Background: an optimization exercise with open tools, aiming at a short achievable clock period and few clock cycles. Do not read the settings as production practice. RTL that was checked went through simulation tests only; none was proved equivalent to the original. No driver is modelled on the clock port, so clocking that relies on it looks cheaper here than on a real chip. Power and IR drop assume default switching activity.

## v53
Design riscv, start of the top module:
module riscv(
	input	wire		clk,
	input	wire		rst,		 
	input	wire	[31:0]	inst_i,		 
	output	wire	[31:0]	inst_addr_o,	 
	output	wire		inst_ce_o,	 
	input	wire	[31:0]	data_i,		 
	output	wire		data_we_o,	 
	output	wire		data_ce_o,	 
	output	wire	[31:0]	data_addr_o,	 
	output	wire	[31:0]	data_o		 
);
For scale: about 10000 cells after synthesis, about 170 I/O pins, roughly 120000 sq um of cells after synthesis.
==> flow/config.mk <==
export PLATFORM = sky130hd
export DESIGN_NAME = riscv
export DESIGN_NICKNAME = riscv
export VERILOG_FILES = /design/flow/design.v
export SDC_FILE = /design/flow/constraint.sdc
export NUM_CORES = 8
export LEC_CHECK = 0
export CAP_MARGIN = 20
export CORE_MARGIN = 2
export CORE_UTILIZATION = 40
export CTS_CLUSTER_DIAMETER = 150
export CTS_CLUSTER_SIZE = 20
export PLACE_DENSITY = 0.6
export SLEW_MARGIN = 20
export SYNTH_HIERARCHICAL = 1
export TNS_END_PERCENT = 100
==> flow/constraint.sdc <==
create_clock -name core_clock -period 10.0 [get_ports {clk}]
set_input_delay 2.0000 -clock core_clock [delete_from_list [all_inputs] [get_ports {clk}]]
set_output_delay 2.0000 -clock core_clock [all_outputs]
set_load 0.01 [all_outputs]
standard.sh (not shown) runs the stock make flow with config.mk's settings and CLKGATE_MAP_FILE= SYNTH_SCRIPT=/design/flow/synth_recipe.tcl, a recipe that flattens the netlist after the stock synthesis.
==> flow/flow/run.sh <==
#!/bin/bash
set -u
bash standard.sh SETUP_SLACK_MARGIN=7.2 finish > standard_flow.log 2>&1
Testbench counts of v53, summed over its fixed seeds: cycles 149,965.
The following lists how v25 was set up differently from v53:
==> flow/flow/run.sh <==
#!/bin/bash
set -u
bash standard.sh SETUP_SLACK_MARGIN=6.3 finish > standard_flow.log 2>&1
--- outcome ---
[compare] base=v53 new=v25: count of clock-buffer cells in the layout saw an increase, final area shrank by 12000 sq um, post-detailed-routing wire length down about 7%.
Inputs modified between v25 and v50:
==> flow/flow/run.sh <==
#!/bin/bash
set -u
here=$(pwd)
bash standard.sh SETUP_SLACK_MARGIN=6.7 POST_CTS_TCL="$here/flow/post_cts.tcl" finish > standard_flow.log 2>&1
==> flow/flow/post_cts.tcl (new file) <==
# Sourced by ORFS at the end of its CTS step: one more setup repair, this
# time without the platform's cell-footprint restriction, then legalize.
puts "post_cts.tcl: extra repair_timing"
repair_timing -setup -setup_margin 6.7 -repair_tns 100 -max_passes 50 -verbose
detailed_placement
check_placement -verbose
[summary]
- Buffer share of cell area: v25 and v50 compared, lower one is v25
- [v50 vs v25] number of gates on the worst path with buffers counted: higher in v50
- Lower register share of the cell area among v25 and v50: v50
- In the metrics for v25 and v50, the one carrying the higher largest fanout on the critical path is v25.
### v50 -> v44
==> flow/flow/run.sh <==
#!/bin/bash
set -u
bash standard.sh SETUP_SLACK_MARGIN=6.7 finish > standard_flow.log 2>&1
removed: flow/flow/post_cts.tcl
Findings:
- v44 reached the final stage; the timing, DRC and antenna checks on its layout passed.
- Looking at v50 and v44, the clock period minus final worst setup slack is a wash.
- | register fraction of the total cell area | v44 vs v50 | 0.16 points lower |
- v50 → v44: maximum net fanout on the critical path now sits higher; final worst slack now sits at about the same level; non-clock buffer count now sits higher; multi-input combinational area share now sits at about the same level; design area now sits higher.
- Between v50 and v44, the total routing resource utilization after global routing is lower for v44.
- Number of sequential storage elements: v44 vs v50 identical

---

Another version of the RTL of riscv (not shown whole).
For scale: roughly 10,000 cells after synthesis.
export LEC_CHECK = 0
export CAP_MARGIN = 20
export CORE_MARGIN = 2
export CORE_UTILIZATION = 35
export CTS_CLUSTER_DIAMETER = 150
export CTS_CLUSTER_SIZE = 20
export PLACE_DENSITY = 0.5
export SLEW_MARGIN = 20
export SYNTH_HIERARCHICAL = 1
export TNS_END_PERCENT = 100
create_clock -name core_clock -period 10.0 [get_ports {clk}]
==> flow/flow/run.sh <==
#!/bin/bash
set -u
here=$(pwd)
bash standard.sh SETUP_SLACK_MARGIN=6.7 POST_CTS_TCL="$here/flow/post_cts.tcl" finish > standard_flow.log 2>&1
==> flow/flow/post_cts.tcl <==
# Sourced by ORFS at the end of its CTS step: one more setup repair, this
# time without the platform's cell-footprint restriction, then legalize.
puts "post_cts.tcl: extra repair_timing"
repair_timing -setup -setup_margin 6.7 -repair_tns 100 -max_passes 50 -verbose
detailed_placement
check_placement -verbose
The baseline finished with timing, DRC and antenna clean.
Edit:
CORE_UTILIZATION = 40   (was 35)
PLACE_DENSITY = 0.6   (was 0.5)
Worst hold slack gains 0.044 ns.
Sequential cell count is unchanged.
Final area climbs by 1.4%.
Global-route usage climbs by 2.7 points.
Wire length drops by 3.5%.
First-iteration DRC count climbs by 16%.
Synthesized cell count stays the same.
Clock power climbs by 4.5%.
Setup slack gains 0.25 ns.
Utilization climbs by 7.0 points.
Via count climbs by 2.4%.
No functional check of the RTL was part of any run of this note.

-- re-timing with driven ports --
The results above use ideal ports. As a check the final layouts listed here were re-extracted and re-timed, cells and wires unchanged. Step 1: set_driving_cell puts a clkbuf_16 on clk and a buf_2 on each other input, an assumption about the parent block. Step 2 moves the port delays by t, midway between the first and last clock arrival at a register: inputs arrive t later, outputs are due t later. That takes back most of the time a late clock gives input paths. Slacks: no drivers / after step 1 / after step 2; pairs: no drivers / after step 1.
run	t (ns)	setup WS [ns]	hold slack, ns	worst register clock-pin slew, ns	pins driven straight from the clock port
v53	1.024	6.260 / 6.179 / 5.155	0.306 / 0.306 / 0.306	0.11 / 0.11	1
v25	0.968	6.149 / 6.177 / 5.209	0.318 / 0.318 / 0.318	0.10 / 0.10	1
v50	0.998	6.286 / 6.231 / 5.233	0.282 / 0.282 / 0.282	0.11 / 0.11	1
v44	1.002	6.284 / 6.225 / 5.223	0.280 / 0.280 / 0.280	0.11 / 0.11	1
the first run of note 2	1.026	5.975 / 5.832 / 4.806	0.268 / 0.268 / 0.268	0.10 / 0.10	1
the second run of note 2	0.956	6.221 / 6.144 / 5.188	0.311 / 0.311 / 0.311	0.11 / 0.11	1
After both steps every run listed still meets setup and hold. For the first run of note 2, which loses most, drivers alone change the setup slack by -0.143 ns; drivers and shift together by -1.169 ns.
